This is an optimization exercise on Yosys and OpenROAD, whose aim is small area, a short achievable clock period and few clock cycles, not a production implementation. Function was checked by simulation only, so behaviour that the tests miss may differ from the original.

==> run D: inputs <==
Design geofence, start of the top module:
module geofence (clk, reset, X, Y, valid, is_inside);
input               clk;
input               reset;
input       [9:0]   X;
input       [9:0]   Y;
output  reg         valid;
output  reg         is_inside;
reg     [3:0]   cnt;         
reg     [9:0]   PX, PY;
reg signed [10:0] VX, VY;    
reg signed [11:0] VD;        
reg signed [10:0] LX, LY, RX, RY;
reg             deg;         
wire signed [10:0] dx = {1'b0, X} - {1'b0, PX};
wire signed [10:0] dy = {1'b0, Y} - {1'b0, PY};
wire signed [11:0] dd = {dy[10], dy} - {dx[10], dx};
wire a_neg, a_le, b_neg, b_le;
cross_pair u_ab (.lx(LX), .ly(LY), .rx(RX), .ry(RY), .vx(VX), .vy(VY), .d(VD),
                 .a_neg(a_neg), .a_le(a_le), .b_neg(b_neg), .b_le(b_le));
wire a_pos = ~a_le;
wire b_pos = ~b_le;
wire v_zero = ~(|VX) & ~(|VY);
wire opp = (|LX) ? (VX[10] ^ LX[10]) : (VY[10] ^ LY[10]);
wire first = (cnt == 4'd2);
wire step  = (cnt >= 4'd2) && (cnt <= 4'd7);
wire cov_now = v_zero | (~a_pos & ~b_pos & (~deg | opp));
always @(posedge clk or posedge reset) begin
    if (reset) begin
        cnt   <= 4'd0;
        valid <= 1'b0;
    end else begin
        cnt   <= (cnt == 4'd8) ? 4'd0 : cnt + 4'd1;
        valid <= (cnt == 4'd7);
    end
end
always @(posedge clk) begin
    if (cnt == 4'd0) begin
        PX <= X;
        PY <= Y;
    end
    VX <= dx;
    VY <= dy;
    VD <= dd;
  ...
==> module geofence, before the edit <==
module geofence (clk, reset, X, Y, valid, is_inside);
input               clk;
input               reset;
input       [9:0]   X;
input       [9:0]   Y;
output  reg         valid;
output  reg         is_inside;
reg     [3:0]   cnt;         
reg     [9:0]   PX, PY;
reg signed [10:0] VX, VY;    
reg signed [11:0] VD;        
reg signed [10:0] LX, LY, RX, RY;
reg             deg;         
wire signed [10:0] dx = {1'b0, X} - {1'b0, PX};
wire signed [10:0] dy = {1'b0, Y} - {1'b0, PY};
wire signed [11:0] dd = {dy[10], dy} - {dx[10], dx};
wire a_neg, a_le, b_neg, b_le;
cross_pair u_ab (.lx(LX), .ly(LY), .rx(RX), .ry(RY), .vx(VX), .vy(VY), .d(VD),
                 .a_neg(a_neg), .a_le(a_le), .b_neg(b_neg), .b_le(b_le));
wire a_pos = ~a_le;
wire b_pos = ~b_le;
wire v_zero = ~(|VX) & ~(|VY);
wire opp = (|LX) ? (VX[10] ^ LX[10]) : (VY[10] ^ LY[10]);
wire first = (cnt == 4'd2);
wire step  = (cnt >= 4'd2) && (cnt <= 4'd7);
wire cov_now = v_zero | (~a_pos & ~b_pos & (~deg | opp));
always @(posedge clk or posedge reset) begin
    if (reset) begin
        cnt   <= 4'd0;
        valid <= 1'b0;
    end else begin
        cnt   <= (cnt == 4'd8) ? 4'd0 : cnt + 4'd1;
        valid <= (cnt == 4'd7);
    end
end
always @(posedge clk) begin
    if (cnt == 4'd0) begin
        PX <= X;
        PY <= Y;
    end
    VX <= dx;
    VY <= dy;
    VD <= dd;
    if (first) begin
        LX <= VX; LY <= VY;
        RX <= VX; RY <= VY;
        deg <= 1'b1;
        is_inside <= v_zero;
    end else if (step) begin
        if (a_neg) begin LX <= VX; LY <= VY; end
        if (b_neg) begin RX <= VX; RY <= VY; end
        if (a_neg | b_neg) deg <= 1'b0;
        is_inside <= is_inside | cov_now;
    end
end
endmodule
Settings: LEC_CHECK=0, ABC_AREA=1, CAP_MARGIN=20, CORE_MARGIN=2, CORE_UTILIZATION=40, PLACE_DENSITY=0.6, SETUP_SLACK_MARGIN=5, SLEW_MARGIN=20; clock period 10.0 ns.
standard.sh (not shown) runs the stock make flow with config.mk's settings and CLKGATE_MAP_FILE= SYNTH_SCRIPT=/design/flow/synth_recipe.tcl, a recipe that flattens the netlist after the stock synthesis.
==> flow/flow/run.sh <==
#!/bin/bash
# Standard ORFS layout, with one extra step between synthesis and floorplan:
# flow/polfix.py rewrites the synthesized netlist (same registers, same
# function) to drop the inverters between full adders and to turn half
# adders with an unused output into plain gates.
set -euo pipefail
bash standard.sh synth > synth.log 2>&1
R=orfs/results/${FLOW_PLATFORM}/geofence/base
cp $R/1_2_yosys.v 1_2_yosys.orig.v
python3 flow/polfix.py $R/1_2_yosys.v > polfix.log 2>&1
bash standard.sh finish > finish.log 2>&1
Other scripts of this flow, unchanged in this note and not shown: flow/flow/polfix.py
==> inputs of run X, as changes to run D <==
Settings changed: SETUP_SLACK_MARGIN 5 to 4.
==> inputs of run C, as changes to run D <==
--- a/flow/design.v
+++ b/flow/design.v
@@ -13,7 +13,7 @@
 reg             deg;         
 wire signed [10:0] dx = {1'b0, X} - {1'b0, PX};
 wire signed [10:0] dy = {1'b0, Y} - {1'b0, PY};
-wire signed [11:0] dd = {dy[10], dy} - {dx[10], dx};
+wire signed [11:0] dd = {1'b0, PX} - {1'b0, X} + {1'b0, Y} - {1'b0, PY};
 wire a_neg, a_le, b_neg, b_le;
 cross_pair u_ab (.lx(LX), .ly(LY), .rx(RX), .ry(RY), .vx(VX), .vy(VY), .d(VD),
                  .a_neg(a_neg), .a_le(a_le), .b_neg(b_neg), .b_le(b_le));
Settings changed: SETUP_SLACK_MARGIN 5 to 4.
==> results.txt <==
metric                                                                             run D                    run C                    run X
Status                                                           complete, no violations  complete, no violations  complete, no violations
Standard cell with the maximum stage delay on the critical path    sky130_fd_sc_hd__fa_2    sky130_fd_sc_hd__fa_1    sky130_fd_sc_hd__fa_1
Multi-input combinational cell count                                                1185                     1235                     1180
Mean routed wirelength per cell                                                  25.5 um                  25.0 um                  23.8 um
Horizontal die dimension                                                          192 um                   196 um                   192 um
Placeable core region                                                        34700 sq um              36400 sq um              34700 sq um
Final core occ                                                                     0.527                    0.438                    0.441
Number of iterations in the first detailed-routing pass                               10                        8                        7
Iteration-0 DRC Markers                                                             2102                     2161                     1560
Reg2Reg Setup Slack                                                              4.72 ns                  4.16 ns                  4.14 ns
Number of non-filler instances in the completed layout                              2274                     2165                     2087
Number of instances resized during post-cts repair                                   324                       27                       12
Post-synthesis net count                                                            1958                     2031                     1958
Min-Delay Startpoint                                                              cnt[0]                      deg                      deg
Number of global-route vias before repair                                          14300                    13700                    12900
Post-CTS Repair Setup Buffers                                                        152                       14                        3
Routed vias/inst                                                                    6.31                     6.23                     6.20
Worst hold path depth                                                                  1                        2                        2
HPWL after DPL                                                                  37500 um                 38600 um                 36400 um
Biggest cell delay along the critical path                                       0.62 ns                  0.54 ns                  0.57 ns
GR Util met1                                                                       0.405                    0.380                    0.371
Worst Hold Slack                                                                0.469 ns                 0.497 ns                 0.451 ns
Cell area after synthesis                                                    14200 sq um              14700 sq um              14200 sq um
Clk pin slew, worst setup/hold paths                                             0.08 ns                  0.09 ns                  0.08 ns
Testbench counts of run D, summed over its fixed seeds: cycles 28,800.
Testbench counts of run X, summed over its fixed seeds: cycles 28,800.
Testbench counts of run C, summed over its fixed seeds: cycles 28,800.

==> re-timing with driven ports <==
The results above use ideal ports. As a check the final layouts listed here were re-extracted and re-timed, cells and wires unchanged. Step 1: set_driving_cell puts a clkbuf_16 on clk and a buf_2 on each other input, an assumption about the parent block. Step 2 moves the port delays by t, midway between the first and last clock arrival at a register: inputs arrive t later, outputs are due t later. That takes back most of the time a late clock gives input paths. a / b / c = ideal ports / drivers / drivers and shift; a / b = the first two.
run | t (ns) | setup slack, ns | worst setup path after step 2
run D | 0.413 | 4.720 / 4.720 / 4.720 | register to register
run X | 0.392 | 4.143 / 4.143 / 4.143 | register to register
run C | 0.413 | 4.157 / 4.157 / 4.156 | input to register
After both steps every run listed still meets setup and hold. For run C, which loses most, drivers alone change the setup slack by 0.000 ns; drivers and shift together by -0.001 ns.
